From an optimization exercise on the open Yosys and OpenROAD flow, aimed at small area, a short achievable clock period and few clock cycles; shortcuts taken in it are not production practice.
At most, simulation tests tie the RTL to the original design; equivalence was not proved.
Power figures rest on the tool's default switching activity, not on a simulated workload.

Setup of onyx:
// aoc_solver_top
module aoc_solver_top (
    input         clear,
    input         clock,
    input  [31:0] reg_wdata,
    input         reg_write_strobe,
    input  [3:0]  reg_addr,
    output [31:0] reg_rdata
);
make LEC_CHECK=0 ABC_AREA=1 CAP_MARGIN=20 CORE_MARGIN=2 CORE_UTILIZATION=40 CTS_BUF_LIST='sky130_fd_sc_hd__clkbuf_4 sky130_fd_sc_hd__clkbuf_8' SETUP_SLACK_MARGIN=2.2 SLEW_MARGIN=20 finish   # period 5.0 ns
run.sh (not shown) runs the stock make flow with config.mk's settings and CLKGATE_MAP_FILE= SYNTH_SCRIPT=/design/flow/synth_recipe.tcl, a recipe that flattens the netlist after the stock synthesis.
onyx: all stages complete, timing, DRC and antenna checks passed
> inputs changed (onyx -> violet)
# onyx
export LEC_CHECK = 0
export ABC_AREA = 1
export CAP_MARGIN = 20
export CORE_MARGIN = 2
export CORE_UTILIZATION = 40
export CTS_BUF_LIST = sky130_fd_sc_hd__clkbuf_4 sky130_fd_sc_hd__clkbuf_8
export SETUP_SLACK_MARGIN = 2.2
export SLEW_MARGIN = 20
create_clock -name core_clock -period 5.0 [get_ports {clock}]
# violet
export LEC_CHECK = 0
export ABC_CLOCK_PERIOD_IN_PS = 2500
export CAP_MARGIN = 20
export CORE_MARGIN = 2
export CORE_UTILIZATION = 40
export SETUP_SLACK_MARGIN = 2.5
export SLEW_MARGIN = 20
create_clock -name core_clock -period 5.0 [get_ports {clock}]
### Flow results
- Both conditions hold for violet: the flow ran to the end and the final layout passed the timing, design-rule and antenna checks.
- violet ends up with a highest achievable clock rate that is 4.5% lower than in onyx.
- Compared to onyx, violet has met2 layer usage reported by global route 1.5 points lower.
- Maximum fanout encountered on the critical timing path down 1 in violet wrt onyx
- On violet: non-clock buffer count is 110% higher than what onyx gave.
- Looking at onyx and violet, the register area is a wash.
- Taking violet over onyx, the combinational power ratio works out to 0.857.
- | placeable core region | violet vs onyx | 3.3% lower |
For lagoon, these inputs were changed with respect to violet:
# violet
export LEC_CHECK = 0
export ABC_CLOCK_PERIOD_IN_PS = 2500
export CAP_MARGIN = 20
export CORE_MARGIN = 2
export CORE_UTILIZATION = 40
export SETUP_SLACK_MARGIN = 2.5
export SLEW_MARGIN = 20
create_clock -name core_clock -period 5.0 [get_ports {clock}]
# lagoon
export LEC_CHECK = 0
export ABC_AREA = 1
export CAP_MARGIN = 20
export CORE_MARGIN = 2
export CORE_UTILIZATION = 40
export SETUP_SLACK_MARGIN = 2.2
export SLEW_MARGIN = 20
create_clock -name core_clock -period 5.0 [get_ports {clock}]
==> run summary <==
- The met2 wire length was comparable across lagoon and violet.
- Cmp lagoon and violet / met3 layer usage reported by global route / higher: violet
- Multi-input logic portion of the cell area | lagoon above violet
- lagoon ended with less final critical delay including setup and external delays than violet.
- violet has a lower combinational share of power than lagoon.
- Portion of total power attributed to the clock network is lower on lagoon
- Between violet and lagoon, the flow reports final area decreasing by a few percent.
No run of this note included a check of the RTL's function; only the layout flow was run.


Another version of the RTL of aoc_solver_top (not shown whole).
Size in the first run: ~4300 cells after synthesis, ~71 I/O pins, about 39000 um^2 of cells after synthesis.
clock: 5.0 ns
lec_check: 0
abc_area: 1
cap_margin: 20
core_margin: 2
core_utilization: 40
cts_cluster_diameter: 80
cts_cluster_size: 24
setup_slack_margin: 2.35
slew_margin: 20
standard.sh (not shown) runs the stock make flow with config.mk's settings and CLKGATE_MAP_FILE= SYNTH_SCRIPT=/design/flow/synth_recipe.tcl, a recipe that flattens the netlist after the stock synthesis.
==> flow/flow/run.sh <==
#!/bin/bash
# The standard layout with two changes, both to the design's combinational
# logic in front of the ports, none to its registers:
#  - reg_rdata: flow/rdata_patch.py replaces the shared reg_addr decode that
#    synthesis puts in front of the status bits by a 2-gate cone per bit
#    (see the script);
#  - the port buffers are sky130_fd_sc_hd__buf_4, not the slow
#    clkdlybuf4s50_1 that buffer_ports picks by itself.
# Each step's output goes to a log file of its own in this folder.
set -euo pipefail
bash standard.sh synth > standard_synth.log 2>&1
python3 flow/rdata_patch.py orfs/results/sky130hd/aoc_solver_top/base/1_2_yosys.v > rdata_patch.log 2>&1
bash standard.sh 'BUFFER_PORTS_ARGS=-buffer_cell sky130_fd_sc_hd__buf_4' finish > standard_finish.log 2>&1
Other scripts of this flow, unchanged in this note and not shown: flow/flow/rdata_patch.py
The first run passed the timing, design-rule and antenna checks.
Testbench counts at the start, summed over its fixed seeds: cycles 150,400.
Change:
Settings changed: SETUP_SLACK_MARGIN 2.35 to 2.25.
What happened:
- The new run finished clean
- final cell count hardly moves
- clock-buffer cell count stays the same
- fmax decreases slightly
- clock power barely changes
- die area does not change
Change:
Settings changed: CTS_CLUSTER_DIAMETER 80 to 90, CTS_CLUSTER_SIZE 24 to 30, SETUP_SLACK_MARGIN 2.25 to 2.45.
Result: Setup slack gets worse by 0.050 ns. Final cell count is about the same. Clock power falls by roughly a tenth. Synthesized cell count is unchanged. Routed wire length is higher slightly. Area after synthesis stays the same. Sequential power hardly moves. Global-route usage hardly moves.
Change:
Settings changed: CTS_CLUSTER_DIAMETER 90 to 80, CTS_CLUSTER_SIZE 30 to 24.
The new run finished with timing, DRC and antenna clean.
Design area rose by about 0.55%.
Clock-buffer cell count grows by 11.
Maximum frequency came out higher by 3.0%.
Global-route usage is about the same.
Via count barely changes.
Wire length barely changes.
Change:
Settings changed: SETUP_SLACK_MARGIN 2.45 to 2.3.
Worst setup slack degrades by 0.035 ns; clock-buffer cell count is unchanged; die area does not change; combinational power is lower by about 9%; area after synthesis stays the same; non-clock buffer count is lower by 12.

==> what the ideal ports hide <==
The flow's constraints put no driver on any port. The routed layouts listed below were extracted and timed again, unchanged, in two steps.
Step 1, drivers: a clkbuf_16 drives clock and a buf_2 each remaining input, both assumed.
Step 2 also shifts input and output timing later by t, the mid clock arrival at the registers, as if the neighbouring blocks saw the same clock.
Slacks: ideal / step 1 / step 2; pairs: ideal / step 1.
run | t, ns | setup WS [ns] | clock arrival spread, ns
onyx | 0.915 | 2.208 / 2.177 / 2.177 | 0.062 / 0.062
violet | 0.758 | 2.078 / 2.038 / 2.038 | 0.031 / 0.031
lagoon | 0.758 | 2.169 / 2.169 / 2.169 | 0.027 / 0.026
the first run of note 2 | 0.717 | 2.410 / 2.377 / 2.166 | 0.036 / 0.036
the second run of note 2 | 0.717 | 2.375 / 2.350 / 2.170 | 0.034 / 0.034
the third run of note 2 | 0.701 | 2.326 / 2.227 / 2.152 | 0.024 / 0.024
the fourth run of note 2 | 0.719 | 2.402 / 2.306 / 2.156 | 0.035 / 0.034
the fifth run of note 2 | 0.720 | 2.368 / 2.342 / 2.140 | 0.036 / 0.037
After both steps setup and hold are still met in every run listed. The setup slack of the fourth run of note 2, which loses most, moves by -0.096 ns with the drivers and by -0.246 ns with both steps.
